What follows belongs to an exercise in optimizing a design on an open flow for small area; a production flow would make more cautious choices. Only simulation tests tie the RTL to the original design; equivalence was not proved. Power figures rest on the tool's default switching activity, not on a simulated workload.

$ cat design/flow/config.mk
export PLATFORM = sky130hd
export DESIGN_NAME = wb_drv_config
export DESIGN_NICKNAME = wb_drv_config
export VERILOG_FILES = /design/flow/design.v
export SDC_FILE = /design/flow/constraint.sdc
export NUM_CORES = 4
export LEC_CHECK = 0
export CAP_MARGIN = 20
export CORE_MARGIN = 2
export CORE_UTILIZATION = 40
export SLEW_MARGIN = 20
export SYNTH_HIERARCHICAL = 1
$ cat design/flow/constraint.sdc
create_clock -name core_clock -period 10.0 [get_ports {clk}]
set_input_delay 2.0000 -clock core_clock [delete_from_list [all_inputs] [get_ports {clk}]]
set_output_delay 2.0000 -clock core_clock [all_outputs]
set_load 0.01 [all_outputs]
$ cat design/flow/design.v
`default_nettype none
`timescale 1ns/1ns
module wb_drv_config #(
        parameter [31:0]    BASE_ADDRESS        = 32'h0300_0000,
        parameter [31:0]    DELAY_SYNC_ADDRESS  = BASE_ADDRESS,
        parameter [31:0]    DELAY_P_ADDRESS     = BASE_ADDRESS+1,
        parameter [31:0]    DELAY_N_ADDRESS     = BASE_ADDRESS+2,
        parameter [31:0]    DRV_CURRENT         = BASE_ADDRESS+3
    ) (
        input wire      clk,
        input wire      reset,
        input wire          i_wb_cyc,        
        input wire          i_wb_stb,        
        input wire          i_wb_we,         
        input wire [31:0]   i_wb_addr,       
        input wire [31:0]   i_wb_data,       
        output reg          o_wb_ack,        
        output wire         o_wb_stall,      
        output wire [31:0]  o_wb_data,       
        output reg [15:0]   o_del_sync,      
        output reg [15:0]   o_del_sync_inv,  
        output reg [15:0]   o_del_p,         
        output reg [15:0]   o_del_p_inv,     
        output reg [15:0]   o_del_n,         
        output reg [15:0]   o_del_n_inv,     
        output reg [31:0]   o_current       
    );
    assign o_wb_stall = 0;
    wire hit_sync = (i_wb_addr == DELAY_SYNC_ADDRESS);
    wire hit_p    = (i_wb_addr == DELAY_P_ADDRESS);
    wire hit_n    = (i_wb_addr == DELAY_N_ADDRESS);
    wire hit_cur  = (i_wb_addr == DRV_CURRENT);
    wire hit      = hit_sync | hit_p | hit_n | hit_cur;
    wire wr = i_wb_stb & i_wb_cyc & i_wb_we;
    wire w_sync = wr & hit_sync & ~reset;
    wire w_p    = wr & hit_p    & ~reset;
    wire w_n    = wr & hit_n    & ~reset;
    wire w_cur  = wr & hit_cur  & ~reset;
    wire h_sync = ~(reset | (wr & hit_sync));
    wire h_p    = ~(reset | (wr & hit_p));
    wire h_n    = ~(reset | (wr & hit_n));
    wire h_cur  = ~(reset | (wr & hit_cur));
    wire [15:0] d_inv = ~i_wb_data[31:16] | {16{reset}};
    wire        d_c0  = i_wb_data[0] | reset;
    wire [15:0] nx_sync, nx_sync_inv, nx_p, nx_p_inv, nx_n, nx_n_inv;
    wire [31:0] nx_cur;
    wire [31:0] d_cur = {i_wb_data[31:1], d_c0};
    wire [31:0] w_cur_v = {{31{w_cur}}, ~h_cur};
    genvar i;
    generate for (i = 0; i < 16; i = i + 1) begin : g_del
        wb_drv_config_ao22 u_sync     (.a1(o_del_sync[i]),     .a2(h_sync), .b1(i_wb_data[i]), .b2(w_sync),  .x(nx_sync[i]));
        wb_drv_config_ao22 u_sync_inv (.a1(o_del_sync_inv[i]), .a2(h_sync), .b1(d_inv[i]),     .b2(~h_sync), .x(nx_sync_inv[i]));
        wb_drv_config_ao22 u_p        (.a1(o_del_p[i]),        .a2(h_p),    .b1(i_wb_data[i]), .b2(w_p),     .x(nx_p[i]));
        wb_drv_config_ao22 u_p_inv    (.a1(o_del_p_inv[i]),    .a2(h_p),    .b1(d_inv[i]),     .b2(~h_p),    .x(nx_p_inv[i]));
        wb_drv_config_ao22 u_n        (.a1(o_del_n[i]),        .a2(h_n),    .b1(i_wb_data[i]), .b2(w_n),     .x(nx_n[i]));
        wb_drv_config_ao22 u_n_inv    (.a1(o_del_n_inv[i]),    .a2(h_n),    .b1(d_inv[i]),     .b2(~h_n),    .x(nx_n_inv[i]));
    end
    for (i = 0; i < 32; i = i + 1) begin : g_cur
        wb_drv_config_ao22 u_cur      (.a1(o_current[i]),      .a2(h_cur),  .b1(d_cur[i]),     .b2(w_cur_v[i]), .x(nx_cur[i]));
    end endgenerate
    always @(posedge clk) begin
        o_del_sync     <= nx_sync;
        o_del_sync_inv <= nx_sync_inv;
        o_del_p        <= nx_p;
        o_del_p_inv    <= nx_p_inv;
        o_del_n        <= nx_n;
        o_del_n_inv    <= nx_n_inv;
        o_current      <= nx_cur;
    end
    localparam CONSEC = (DELAY_SYNC_ADDRESS[1:0] == 2'd0) &&
                        (DELAY_P_ADDRESS == DELAY_SYNC_ADDRESS + 1) &&
                        (DELAY_N_ADDRESS == DELAY_SYNC_ADDRESS + 2) &&
                        (DRV_CURRENT     == DELAY_SYNC_ADDRESS + 3);
    reg [1:0] rd_sel;
    generate if (CONSEC) begin : g_sel_addr
        always @(posedge clk)
            rd_sel <= i_wb_addr[1:0];
    end else begin : g_sel_hit
        always @(posedge clk)
            rd_sel <= hit_cur ? 2'd3 : hit_n ? 2'd2 : hit_p ? 2'd1 : 2'd0;
    end endgenerate
    wire [3:0] rd_hot = 4'b0001 << rd_sel;
    wire [31:0] rd_sync = {o_del_sync, o_del_sync_inv};
    wire [31:0] rd_p    = {o_del_p, o_del_p_inv};
    wire [31:0] rd_n    = {o_del_n, o_del_n_inv};
    generate for (i = 0; i < 32; i = i + 1) begin : g_rd
        wb_drv_config_ao2222 u_rd (.s(rd_hot), .d({o_current[i], rd_n[i], rd_p[i], rd_sync[i]}), .x(o_wb_data[i]));
    end endgenerate
    always @(posedge clk) begin
        if(reset)
            o_wb_ack <= 0;
        else
            o_wb_ack <= i_wb_stb & hit;
    end
endmodule
module wb_drv_config_ao22 (
        input wire  a1,
        input wire  a2,
        input wire  b1,
        input wire  b2,
        output wire x
    );
    assign x = (a1 & a2) | (b1 & b2);
endmodule
module wb_drv_config_ao2222 (
        input wire [3:0] s,
        input wire [3:0] d,
        output wire      x
    );
    assign x = |(s & d);
endmodule
$ cat design/flow/run.sh
#!/bin/bash
# synth_recipe.tcl (not shown) runs the flow's synth.tcl, then flattens the netlist and writes it again
# the make line also repeats each setting of config.mk as NAME=value (left out here)
make -C /OpenROAD-flow-scripts/flow DESIGN_CONFIG=/design/flow/config.mk WORK_HOME=/design/flow/orfs CLKGATE_MAP_FILE= SYNTH_SCRIPT=/design/flow/synth_recipe.tcl finish
==> results.json, run 1 <==
{
  "power_frac_seq": 0.425,
  "fmax_mhz": 211,
  "grt_antenna_before_repair": 0,
  "yosys-top-cells-area": "dfxtp_1 (55%), a22o_1 (24%), a22oi_1 (10%)",
  "slew_headroom": 0.222,
  "final_cells": 816,
  "ys_warn_count": 7,
  "dp_hpwl_um": 11400,
  "crit_family": "buffers and inverters",
  "cp.arrival_ps": 2730,
  "clkPwrFrac": 0.449,
  "path_cells": "and2_1 -> buf_4 -> a22oi_1 -> nand2_1 -> clkdlybuf4s50_1",
  "cp.required_ps": 8000,
  "powerDensity_nw_per_um2": 168,
  "cts.path.max_buffers": 2,
  "ys_dominant_reg_cell": "dfxtp_1",
  "reg2reg_to": "o_del_p[11]",
  "finalSetupViolCount": 0,
  "first_global_vias": 4832,
  "die_h_um": 113,
  "drt_pre_antenna_iters": 6,
  "insertion_delay_ps": 410,
  "cp_slowest_cell": "and2_1",
  "holdBufCountCts": 0,
  "net-switching-power_w": 0.000335,
  "p_leak_nw": 3.07,
  "syn_nets": 483,
  "cts_resized": 0,
  "htree_levels": 4,
  "fin_worst_skew_ps": 0,
  "synth_common_cells": "dfxtp_1 (131), a22o_1 (128), a22oi_1 (64)",
  "r2r_start": "o_del_p[11]",
  "antenna_cells": 0,
  "synth_cell_types": 26,
  "area_growth_pct": 65.9,
  "numCtsBuffers": 17,
  "drt_iter0_drc": 349,
  "fillers": 905,
  "fin_ws_ps": 5270,
  "postRouteWirelength_um": 17900,
  "initial_core_util": 0.413,
  "die_w_um": 113,
  "nets": 729,
  "r2r_cells": 1,
  "crit_path_max_incr_delay_ps": 660,
  "post_cts_buffers": 0,
  "grt_pass1_wl_um": 27400,
  "maxCapViolCount": 0,
  "wl_per_cell_um": 22.0,
  "fin_crit_sh": 0.473,
  "ys_ff_latch": 131,
  "dp_slack_ps": 5390,
  "vias": 4841,
  "ant_nets": 0,
  "internal-power_w": 0.000984,
  "layout-drive-gt1-share": 0.0788,
  "async_reset_ff_frac": 0,
  "grt_overflow": 0,
  "drc": 0,
  "yosysTopAreaCell": "dfxtp_1",
  "core_um2": 11500,
  "path_buf_inv": 2,
  "path_class": "reg -> out",
  "routabilityCongestion": 0.803,
  "hp-class": "reg -> reg",
  "io_buffers": 229,
  "power_w": 0.00132,
  "setup_tns_ps": 0,
  "switching_share": 0.254,
  "yosysMostFrequentCell": "dfxtp_1",
  "cp-start-kind": "register",
  "fin_crit_ps": 4730,
  "cts_tree": "built",
  "ir_worst_vdd_mv": 0.125,
  "rsz0062_at_grt": "false",
  "dp_cells": 784,
  "combPwrFrac": 0.126,
  "die_area_um2": 12700,
  "drv_slew": 0,
  "synth_area_um2": 4740,
  "synthCells": 414,
  "critical_path_depth": 5,
  "numClockSinks": 131,
  "r2r_slack_ps": 9300,
  "hold_viol": 0,
  "worst_pin_slew_ps": 1170,
  "cp-endpoint": "o_wb_data[11]",
  "synth_seq_area_share": 0.554,
  "path_max_fanout": 19,
  "avgSynthCellArea_um2": 11.4,
  "clk_pin_slew_worst_paths_ps": 60,
  "grtUsageTotal": 0.274,
  "clockRootBuffer": "clkbuf_16",
  "ios": 231,
  "crit_path_end_kind": "output pin",
  "synth_top_cell_area_share": 0.554,
  "synth_edf_count": 0,
  "grt_max_degree": 33,
  "via_per_inst": 5.93,
  "std_cell_rows": 39,
  "worstSetupStartpoint": "rd_sel[1]",
  "status": "timing/DRC/antenna clean"
}
[cell families after synthesis]
| group | count (synthesis) | share of synthesized area |
|---|---|---|
| buffers and inverters | 7 | 0.00792 |
| AOI/OAI and AO/OA | 200 | 0.351 |
| DFF | 131 | 0.554 |
| other | 1 | 0.000792 |
| and+or+nand+nor | 75 | 0.0867 |
[layout make-up]
type | count | area [µm²] | area share
Clock buffer | 18 | 439 | 0.0559
Timing Repair Buffer | 233 | 2320 | 0.296
Inverter | 1 | 3.75 | 0.000478
Multi-Input combinational cell | 276 | 2160 | 0.275
Tap cell | 143 | 179 | 0.0228
Clock inverter | 14 | 130 | 0.0166
Sequential cell | 131 | 2620 | 0.334
[modules after synthesis, one instance, submodules excluded]
module | cells inside | flops+latches | area, µm²
wb_drv_config | 190 | 131 | 3010
wb_drv_config_ao22 | 1 | 0 | 8.76
wb_drv_config_ao2222 | 3 | 0 | 18.8
[power by group through the flow]
stage / registers, W / logic (W) / clock network [W]
global route: 0.000563 / 0.000175 / 0.000620
CTS: 0.000560 / 0.000166 / 0.000595
finish: 0.000561 / 0.000166 / 0.000592
detailed placement: 0.000571 / 0.000166 / 0
global placement: 0.000571 / 0.000164 / 0
floorplan: 0.000575 / 0.0000508 / 0
[per-layer routing]
metal	vias to the layer above	GRT usage	part of all wire
met4	0	0.0772	0.015
met2	285	0.432	0.46
met3	19	0.0857	0.10
met5	-	0	0
met1	2351	0.366	0.42
li1	2186	-	-
[sequential cells by signal, indices dropped and copies added (netlist names)]
register,cells
rd_sel,2
o_del_p,16
o_del_p_inv,16
o_current,32
o_del_n_inv,16
o_del_n,16
o_wb_ack,1
o_del_sync,16
o_del_sync_inv,16
[placed cells by master, fill, tap and decap left out, types with 4 or more instances in the layout]
cell and instances:
a22o_1 128, clkbuf_16 17, a22oi_1 64, a31o_2 4, dfxtp_1 131, nand2b_1 16, clkinvlp_4 5, clkdlybuf4s50_1 229
buf_4 4, nor4_1 4, nand2_1 33, a31oi_4 4
[worst min-delay path by stage]
stage	startpoint	endpoint	slack [ps]	depth (start not counted)
after floorplan	o_del_n[0]	o_del_n[0]	550	1
after global placement	o_del_n_inv[10]	o_del_n_inv[10]	490	1
after detailed placement	o_current[11]	o_current[11]	500	1
after CTS	o_del_p_inv[5]	o_del_p_inv[5]	510	1
after global routing	o_del_p_inv[10]	o_del_p_inv[10]	530	1
final	o_del_sync_inv[4]	o_del_sync_inv[4]	510	1
[per-stage QoR]
step / utilization / hold slack, ps / cell area [µm²]
finish: 0.685 / 512 / 7860
global route: 0.685 / 529 / 7860
CTS: 0.685 / 513 / 7860
detailed placement: 0.635 / 499 / 7290
global placement: 0.635 / 491 / 7290
floorplan: - / 546 / 4740
==> run 2: changes to the inputs <==
==> design/flow/flow/run.sh (new file) <==
#!/bin/bash
# The standard layout, with the port buffers that buffer_ports inserts made of
# the smallest buffer cell instead of the default clkdlybuf4s50_1.
set -euo pipefail
export BUFFER_PORTS_ARGS="-buffer_cell sky130_fd_sc_hd__buf_1"
bash standard.sh > standard.log 2>&1
==> design/flow/standard.sh (new file) <==
#!/bin/bash
# synth_recipe.tcl (not shown) runs the flow's synth.tcl, then flattens the netlist and writes it again
# the make line also repeats each setting of config.mk as NAME=value (left out here)
make -C /OpenROAD-flow-scripts/flow DESIGN_CONFIG=/design/flow/config.mk WORK_HOME=/design/flow/orfs CLKGATE_MAP_FILE= SYNTH_SCRIPT=/design/flow/synth_recipe.tcl "${@:-finish}"
removed: design/flow/run.sh
==> run 2 against run 1 <==
Effect of this change:
- still clean
- routed wire length down 8.6%
- maximum frequency increased by 8.0%
- worst hold slack is essentially flat
- critical endpoint unchanged
- largest cell class unchanged
==> results.json, run 2 <==
{
  "ios": 231,
  "path_class": "reg -> out",
  "avgSynthCellArea_um2": 11.4,
  "die_w_um": 113,
  "slew_headroom": 0.269,
  "fin_crit_ps": 4380,
  "cts_resized": 0,
  "synth_top_cell_area_share": 0.554,
  "drt_iter0_drc": 289,
  "async_reset_ff_frac": 0,
  "finalSetupViolCount": 0,
  "grt_antenna_before_repair": 0,
  "fin_hold_ws_ps": 513,
  "routabilityCongestion": 0.794,
  "vias": 4706,
  "register_area_um2": 2620,
  "core_um2": 11500,
  "most-common-layout-cells": "buf_1 (228), dfxtp_1 (131), a22o_1 (128)",
  "cp.required_ps": 8000,
  "p_leak_nw": 2.53,
  "antenna_cells": 0,
  "maxCapViolCount": 0,
  "final_common_cell": "buf_1",
  "synth_common_cells": "dfxtp_1 (131), a22o_1 (128), a22oi_1 (64)",
  "ir_worst_vdd_mv": 0.115,
  "hold_depth": 1,
  "power_w": 0.00130,
  "io_buffers": 229,
  "cp.arrival_ps": 2380,
  "combPwrFrac": 0.088,
  "insertion_delay_ps": 400,
  "crit_path_end_kind": "output pin",
  "r2r_cells": 1,
  "path_max_fanout": 17,
  "drv_slew": 0,
  "holdBufCountCts": 0,
  "yosysTopAreaCell": "dfxtp_1",
  "setup_tns_ps": 0,
  "postPlaceCellArea_um2": 5850,
  "numCtsBuffers": 17,
  "r2r_start": "o_del_n[0]",
  "cts.path.max_buffers": 2,
  "hp-class": "reg -> reg",
  "via_per_inst": 5.77,
  "wl_per_cell_um": 20.1,
  "clk_pin_slew_worst_paths_ps": 60,
  "std_cell_rows": 39,
  "synth_edf_count": 0,
  "cp-start-kind": "register",
  "fin_area_um2": 6460,
  "fin_worst_skew_ps": 0,
  "layout-drive-gt1-share": 0.0758,
  "grtUsageTotal": 0.251,
  "die_h_um": 113,
  "min_from": "o_del_sync_inv[11]",
  "status": "timing/DRC/antenna clean",
  "dp_slack_ps": 5780,
  "postRouteWirelength_um": 16400,
  "ys_dominant_reg_cell": "dfxtp_1",
  "area_growth_pct": 36.4,
  "clkPwrFrac": 0.481,
  "fmax_mhz": 228,
  "dr_wl_met2_um": 7370,
  "ys_ff_latch": 131,
  "m1WireLength_um": 7590,
  "hold_path_end": "o_del_sync_inv[11]",
  "numClockSinks": 131,
  "synth_cell_types": 26,
  "worst_pin_slew_ps": 1100,
  "fillers": 1044,
  "r2r_slack_ps": 9310,
  "cts_tree": "built",
  "reg2reg_to": "o_del_n[0]",
  "fin_crit_sh": 0.438,
  "grt_overflow": 0,
  "grt_pass1_wl_um": 25100,
  "wl_met3_um": 1320,
  "nets": 729,
  "yosys-top-cells-area": "dfxtp_1 (55%), a22o_1 (24%), a22oi_1 (10%)",
  "synthCells": 414,
  "rsz0062_at_grt": "false",
  "multi_input_area_um2": 2160,
  "initial_core_util": 0.413,
  "fin_ws_ps": 5620,
  "die_area_um2": 12700,
  "power_frac_seq": 0.430,
  "drc": 0,
  "powerDensity_nw_per_um2": 202,
  "clockRootBuffer": "clkbuf_16",
  "internal-power_w": 0.000995,
  "ys_warn_count": 7,
  "yosysMostFrequentCell": "dfxtp_1",
  "dp_hpwl_um": 10500,
  "synth_area_um2": 4740,
  "drt_pre_antenna_iters": 5,
  "highest_layer": "met4",
  "hold_viol": 0,
  "grt_max_degree": 33,
  "net-switching-power_w": 0.000308,
  "post_cts_buffers": 0,
  "htree_levels": 4,
  "largest_reg_flops": 32,
  "largest_register": "o_current",
  "synth_seq_area_share": 0.554,
  "syn_nets": 483,
  "switching_share": 0.237,
  "first_global_vias": 4451,
  "ant_nets": 0
}
## run 2: area by class of cell
cell class / instances / area share
clock inverter: 9 / 0.0198
clock buffer: 23 / 0.0740
multi-input combinational: 276 / 0.334
inverter: 1 / 0.000581
tap: 143 / 0.0277
timing repair buffer: 233 / 0.138
sequential: 131 / 0.406
## run 2: logic make-up after synthesis
family / Yosys count / share of synthesized area
compound gates: 200 / 0.351
flops: 131 / 0.554
buf+inv: 7 / 0.00792
other cells: 1 / 0.000792
simple gates: 75 / 0.0867
## run 2: metrics by stage
step / util / std cells
floorplan: - / 414
global placement: 0.511 / 784
detailed placement: 0.511 / 784
CTS: 0.563 / 816
global route: 0.563 / 816
finish: 0.563 / 816
## run 2: power by group through the flow
stage | registers [W] | logic [W] | clock network, W
floorplan | 0.000575 | 0.0000508 | 0
global placement | 0.000570 | 0.000114 | 0
detailed placement | 0.000571 | 0.000114 | 0
CTS | 0.000560 | 0.000115 | 0.000636
global route | 0.000563 | 0.000124 | 0.000661
finish | 0.000561 | 0.000115 | 0.000627
## run 2: how the worst max path moves through the flow
stage	endpoint	startpoint	slack (ps)	depth (start not counted)
floorplan	o_current[0]	i_wb_addr[27]	5820	6
global placement	o_del_n[8]	i_wb_addr[18]	5880	6
detailed placement	o_del_n[0]	i_wb_addr[2]	5780	6
CTS	o_wb_data[11]	rd_sel[0]	5630	5
global route	o_wb_data[11]	rd_sel[0]	5520	5
finish	o_wb_data[11]	rd_sel[0]	5620	5
## run 2: layer usage
| layer | track usage | up-vias |
|---|---|---|
| li1 | - | 2195 |
| met1 | 0.356 | 2254 |
| met2 | 0.383 | 246 |
| met3 | 0.0595 | 11 |
| met4 | 0.0748 | 0 |
| met5 | 0 | - |
## run 2: modules after synthesis (local to each module, per instance)
module	cell area (µm²)	cells
wb_drv_config	3010	190
wb_drv_config_ao22	8.76	1
wb_drv_config_ao2222	18.8	3
## run 2: critical path, cell delays in order, from the launching register on
cell	delay, ps
dfxtp_1	460
and2_1	700
buf_4	410
a22oi_1	120
nand2_1	100
buf_1	200
==> run 3: changes to the inputs <==
--- a/design/flow/design.v
+++ b/design/flow/design.v
@@ -108,4 +108,21 @@
         output wire      x
     );
-    assign x = |(s & d);
+    wire n012, n3;
+    wb_drv_config_aoi222 u_aoi (.s(s[2:0]), .d(d[2:0]), .y(n012));
+    wb_drv_config_nand2  u_n3  (.a(s[3]), .b(d[3]), .y(n3));
+    wb_drv_config_nand2  u_x   (.a(n012), .b(n3), .y(x));
 endmodule
+module wb_drv_config_nand2 (
+        input wire  a,
+        input wire  b,
+        output wire y
+    );
+    assign y = ~(a & b);
+endmodule
+module wb_drv_config_aoi222 (
+        input wire [2:0] s,
+        input wire [2:0] d,
+        output wire      y
+    );
+    assign y = ~|(s & d);
+endmodule
==> design/flow/flow/run.sh (replaced) <==
#!/bin/bash
# The standard layout, with two changes that only pick smaller cells:
# - the port buffers that buffer_ports inserts are the smallest buffer cell
#   instead of the default clkdlybuf4s50_1;
# - clock tree synthesis builds the tree from small clock buffers and adds no
#   dummy loads.
set -euo pipefail
export BUFFER_PORTS_ARGS="-buffer_cell sky130_fd_sc_hd__buf_1"
export CTS_ARGS="-sink_clustering_enable -repair_clock_nets -buf_list {sky130_fd_sc_hd__clkbuf_2 sky130_fd_sc_hd__clkbuf_4} -dont_use_dummy_load"
bash standard.sh > standard.log 2>&1
==> run 3 against run 2 <==
Effect of this change:
- still clean on timing, DRC and antenna
- sequential power is essentially flat
- first-iteration DRC count rose by 83%
- final cell count shrank 1.7%
- clock power shrank 62%
- non-clock buffer count grew 1
- design area fell by 7.0%
- routed wire length up 2.4%
- total power down 30%
- core utilization down 3.7 points
- register-to-register slack about the same
- via count grew 1.4%
- critical path type unchanged
- largest cell class unchanged
- highest routed layer unchanged
==> results.json, run 3 <==
{
  "worst_pin_slew_ps": 1070,
  "syn_nets": 483,
  "drt_pre_antenna_iters": 8,
  "ys_warn_count": 7,
  "fin_area_um2": 6010,
  "rsz0062_at_grt": "false",
  "ys_ff_latch": 131,
  "synthCells": 414,
  "clk_pin_slew_worst_paths_ps": 100,
  "synth_common_cells": "dfxtp_1 (131), a22o_1 (128), nand2_1 (65)",
  "ios": 231,
  "yosys-top-cells-area": "dfxtp_1 (56%), a22o_1 (24%), a222oi_1 (6.8%)",
  "finalSetupViolCount": 0,
  "synth_area_um2": 4700,
  "path_max_fanout": 32,
  "area_growth_pct": 28.0,
  "cts_resized": 0,
  "std_cell_rows": 39,
  "first_global_vias": 4481,
  "path_class": "reg -> out",
  "insertion_delay_ps": 510,
  "maxCapViolCount": 0,
  "yosysMostFrequentCell": "dfxtp_1",
  "postPlaceCellArea_um2": 5830,
  "cp-start-kind": "register",
  "grtUsageTotal": 0.260,
  "fin_ws_ps": 5550,
  "drt_iter0_drc": 530,
  "clockRootBuffer": "clkbuf_4",
  "die_area_um2": 12600,
  "highest_layer": "met4",
  "cts.path.max_buffers": 2,
  "drc": 0,
  "most-common-layout-cells": "buf_1 (228), dfxtp_1 (131), a22o_1 (128)",
  "status": "timing/DRC/antenna clean",
  "holdBufCountCts": 0,
  "core_um2": 11400,
  "fin_crit_ps": 4450,
  "crit_path_end_kind": "output pin",
  "vias": 4771,
  "dp_cells": 783,
  "avgSynthCellArea_um2": 11.3,
  "die_h_um": 112,
  "initial_core_util": 0.411,
  "synth_cell_types": 26,
  "cp.arrival_ps": 2450,
  "drv_slew": 0,
  "antenna_cells": 0,
  "final_cells": 802,
  "synth_top_cell_area_share": 0.558,
  "largest_reg_flops": 32,
  "final_common_cell": "buf_1",
  "via_per_inst": 5.95,
  "synth_edf_count": 0,
  "hold_viol": 0,
  "numClockSinks": 131,
  "ys_dominant_reg_cell": "dfxtp_1",
  "wl_per_cell_um": 20.9,
  "nets": 730,
  "routabilityCongestion": 0.793,
  "io_buffers": 229,
  "layout-drive-gt1-share": 0.0607,
  "p_leak_nw": 2.35,
  "ant_nets": 0,
  "fin_worst_skew_ps": 0,
  "cp.required_ps": 8000,
  "dp_hpwl_um": 10700,
  "numCtsBuffers": 17,
  "postRouteWirelength_um": 16800,
  "grt_max_degree": 33,
  "slew_headroom": 0.286,
  "power_w": 0.000913,
  "post_cts_buffers": 0,
  "fmax_mhz": 225,
  "grt_pass1_wl_um": 25300,
  "hp-class": "reg -> reg",
  "setup_tns_ps": 0,
  "wl_met3_um": 1430,
  "m1WireLength_um": 7430,
  "async_reset_ff_frac": 0,
  "largest_register": "o_current",
  "fin_crit_sh": 0.445,
  "yosysTopAreaCell": "dfxtp_1",
  "grt_antenna_before_repair": 0,
  "ir_worst_vdd_mv": 0.0723,
  "grt_overflow": 0,
  "htree_levels": 4,
  "die_w_um": 112,
  "dr_wl_met2_um": 7630,
  "powerDensity_nw_per_um2": 152,
  "cts_tree": "built",
  "synth_seq_area_share": 0.558,
  "dp_slack_ps": 5620
}
run 3: cell type report:
cell class | count | area (µm²)
fillers | 1105 | 5410
flip-flops and latches | 131 | 2620
multi-input cells | 276 | 2120
repair buffers | 234 | 958
well taps | 143 | 179
clock buffers | 17 | 128
inverters | 1 | 3.75
run 3: kinds of logic after synthesis:
group,share of synthesized area
buffers and inverters,0.00799
flip-flops,0.558
AND/OR/NAND/NOR,0.113
AO/OA/AOI/OAI,0.320
other,0.000799
run 3: path summary, 6_finish.rpt:
kind | start | to | slack [ps] | depth (start not counted)
worst min register to register | o_del_sync[12] | o_del_sync[12] | 520 | 1
worst min-delay path | o_del_sync[12] | o_del_sync[12] | 520 | 1
worst max-delay path | rd_sel[1] | o_wb_data[20] | 5550 | 4
worst max register to register | o_current[19] | o_current[19] | 9300 | 1
run 3: where the power goes:
| group | switching [W] | internal (W) | total [W] |
|---|---|---|---|
| Clock | 0.000158 | 0.0000777 | 0.000236 |
| Combinational | 0.0000732 | 0.0000450 | 0.000118 |
| Sequential | 0.0000171 | 0.000541 | 0.000558 |
run 3: metal layers:
layer | vias up | global-route usage
met5 | - | 0
met2 | 280 | 0.402
met3 | 26 | 0.0610
li1 | 2183 | -
met1 | 2282 | 0.352
met4 | 0 | 0.108
run 3: worst max-delay path: stages, from the launching register on:
cell      delay [ps]
dfxtp_1          460
nor2b_4          920
a222oi_1         240
nand2_1          130
buf_1            190
run 3: Yosys stat by module (local to each module, per instance), a selection:
module                flops+latches  copies in the design
wb_drv_config_aoi222              0                    32
wb_drv_config_ao22                0                   128
wb_drv_config_nand2               0                    64
wb_drv_config                   131                     1
run 3: through the flow:
step                utilization  hold slack [ps]
floorplan                     -              544
global placement          0.508              486
detailed placement        0.510              496
CTS                       0.521              518
global route              0.526              536
finish                    0.526              517

## port drivers added, routing unchanged
How much do the figures lean on ideal ports? The routed layouts below were timed once more, with nothing changed but the port constraints.
Step 1 assumes that a clkbuf_16 drives the clock port and a buf_2 every other input.
Step 2, shift: input delay + t, output delay - t, t = (earliest + latest rising clock arrival at the registers) / 2. This alone moves slack from input paths to output paths.
Slacks: no drivers / after step 1 / after step 2; pairs: no drivers / after step 1.
| run | t, ns | setup WS [ns] | worst setup path after step 2 | clock arrival spread, ns |
|---|---|---|---|---|
| run 1 | 0.445 | 5.269 / 5.227 / 5.373 | input to register | 0.010 / 0.010 |
| run 2 | 0.437 | 5.621 / 5.581 / 5.754 | input to register | 0.007 / 0.008 |
| run 3 | 0.542 | 5.547 / 5.515 / 5.644 | input to register | 0.037 / 0.037 |
After both steps setup and hold are still met in every run listed.
